This design comes from an exercise in tuning for small area, a short achievable clock period and few clock cycles on the open sky130 flow, not from production work. RTL that was checked went through simulation tests only; none was proved equivalent to the original. No activity file was given, so power comes from the tool's default toggle rates.

==> flow/design.v (excerpt) <==
module MultiCycleCPU (reset, clk, mem_addr, mem_wdata, mem_we, mem_rdata);
Size: ~5900 cells after synthesis, ~1300 flip-flops.
clock: 9.0 ns
lec_check: 0
cap_margin: 30
core_margin: 2
core_utilization: 40
setup_slack_margin: 5
slew_margin: 30
synth_hierarchical: 1
run.sh (not shown) runs the stock make flow with config.mk's settings and CLKGATE_MAP_FILE= SYNTH_SCRIPT=/design/flow/synth_recipe.tcl, a recipe that flattens the netlist after the stock synthesis.
Testbench counts at the start, summed over its fixed seeds: cycles 111,946.
Edit:
--- a/flow/design.v
+++ b/flow/design.v
@@ -1,45 +1,10 @@
-module ALU(sub, rsel, shl, sha, a, b, shamt, link, sd, result, sum);
-    input sub;
-    input [9:0] rsel;
-    input shl;
-    input sha;
-    input [31:0] a;
-    input [31:0] b;
-    input [4:0] shamt;
-    input [31:0] link;
-    input [31:0] sd;       
-    output [31:0] result;
-    output [31:0] sum;
-    wire [32:0] s = {1'b0, a} + {1'b0, b ^ {32{sub}}} + {32'd0, sub};
-    assign sum = s[31:0];
-    wire lt  = (a[31] ^ b[31]) ? a[31] : s[31];
-    wire ltu = ~s[32];
-    function [31:0] rev(input [31:0] x);
-        integer k;
-        for (k = 0; k < 32; k = k + 1) rev[k] = x[31 - k];
-    endfunction
-    wire [31:0] sin = shl ? rev(b) : b;
-    wire signed [32:0] sx = {sha & b[31], sin};
-    wire [32:0] sr = sx >>> shamt;
-    wire [31:0] shv = shl ? rev(sr[31:0]) : sr[31:0];
-    assign result = ({32{rsel[0]}} & s[31:0])
-                  | ({32{rsel[1]}} & (a & b))
-                  | ({32{rsel[2]}} & (a | b))
-                  | ({32{rsel[3]}} & (a ^ b))
-                  | ({32{rsel[4]}} & ~(a | b))
-                  | {31'd0, rsel[5] & lt}
-                  | {31'd0, rsel[6] & ltu}
-                  | ({32{rsel[7]}} & shv)
-                  | ({32{rsel[8]}} & link)
-                  | ({32{rsel[9]}} & sd);
-endmodule
 module RegisterFile(reset, clk, we, wa, wd, ra1, ra2, rn1, rn2);
     input reset;
     input clk;
     input we;
     input [4:0] wa;
     input [31:0] wd;
     input [4:0] ra1;
     input [4:0] ra2;
     output [351:0] rn1;
     output [351:0] rn2;
@@ -140,23 +105,42 @@
     assign rsel[1] = (is_r && fn == 6'h24) || op == 6'h0c;
     assign rsel[2] = is_r && fn == 6'h25;
     assign rsel[3] = is_r && fn == 6'h26;
     assign rsel[4] = is_r && fn == 6'h27;
     assign rsel[5] = (is_r && fn == 6'h2a) || op == 6'h0a;
     assign rsel[6] = (is_r && fn == 6'h2b) || op == 6'h0b;
     assign rsel[7] = is_r && (fn == 6'h00 || fn == 6'h02 || fn == 6'h03);
     assign rsel[8] = (op == 6'h03) || (is_r && fn == 6'h09);
     assign rsel[9] = is_sw;
     assign rsel[0] = ~|rsel[9:1];
-    wire [31:0] alu_res, alu_sum;
-    ALU ALU(.sub(d_sub), .rsel(rsel), .shl(d_shl), .sha(fn[0]), .a(ra), .b(opb),
-            .shamt(ir[10:6]), .link(ex_pc4), .sd(rb), .result(alu_res), .sum(alu_sum));
+    wire [32:0] alu_s = {1'b0, ra} + {1'b0, opb ^ {32{d_sub}}} + {32'd0, d_sub};
+    wire [31:0] alu_sum = alu_s[31:0];
+    wire alu_lt  = (ra[31] ^ opb[31]) ? ra[31] : alu_s[31];
+    wire alu_ltu = ~alu_s[32];
+    function [31:0] rev(input [31:0] x);
+        integer k;
+        for (k = 0; k < 32; k = k + 1) rev[k] = x[31 - k];
+    endfunction
+    wire [31:0] sh_in = d_shl ? rev(opb) : opb;
+    wire signed [32:0] sh_x = {fn[0] & opb[31], sh_in};
+    wire [32:0] sh_r = sh_x >>> ir[10:6];
+    wire [31:0] shv = d_shl ? rev(sh_r[31:0]) : sh_r[31:0];
+    wire [31:0] alu_res = ({32{rsel[0]}} & alu_s[31:0])
+                        | ({32{rsel[1]}} & (ra & opb))
+                        | ({32{rsel[2]}} & (ra | opb))
+                        | ({32{rsel[3]}} & (ra ^ opb))
+                        | ({32{rsel[4]}} & ~(ra | opb))
+                        | {31'd0, rsel[5] & alu_lt}
+                        | {31'd0, rsel[6] & alu_ltu}
+                        | ({32{rsel[7]}} & shv)
+                        | ({32{rsel[8]}} & ex_pc4)
+                        | ({32{rsel[9]}} & rb);
     wire ex_run   = ex_valid && !mem_cyc;
     wire taken    = is_beq && (ra == rb);
     wire redirect = ex_run && (is_jr || taken);
     wire [31:0] btarget = ex_pc4 + {{14{imm[15]}}, imm, 2'b00};
     wire [31:0] rtarget = is_beq ? btarget : alu_sum;
     wire to_mem   = ex_run && (is_lw || is_sw);
     wire [31:0] inst = mem_rdata;
     wire [5:0]  f_op = inst[31:26];
     wire [5:0]  f_fn = inst[5:0];
     wire [4:0]  f_rs = inst[25:21];
The changed run went through all stages and came out clean.
Clock power is higher by about 2%.
Worst setup slack is worse by 200 ps.
Combinational power is higher by about 2%.
Power is higher by 1.2%.
Die area is lower by 1.3%.
Sequential power hardly moves.
Hold slack stays flat.
Function not checked in the second run of this note: the RTL went through the layout flow alone.

afterwards: timing with drivers on the ports:
How much do the figures lean on ideal ports? The routed layouts below were timed once more, with nothing changed but the port constraints.
Step 1: set_driving_cell puts a clkbuf_16 on clk and a buf_2 on each other input, an assumption about the parent block.
Step 2 times the ports against the registers' clock, not the clock port: input delays grow and output delays shrink by t, the midpoint of the rising clock arrivals with the driver on.
a / b / c = no drivers / after step 1 / after step 2; a / b = the first two.
run	t, ns	setup WS [ns]	worst hold slack (ns)
the first run	0.873	4.745 / 4.771 / 3.899	0.495 / 0.495 / 0.495
the second run	0.890	4.541 / 4.590 / 3.700	0.496 / 0.496 / 0.496
After both steps setup and hold are still met in every run listed. The setup slack of the first run, which loses most, moves by +0.026 ns with the drivers and by -0.846 ns with both steps.
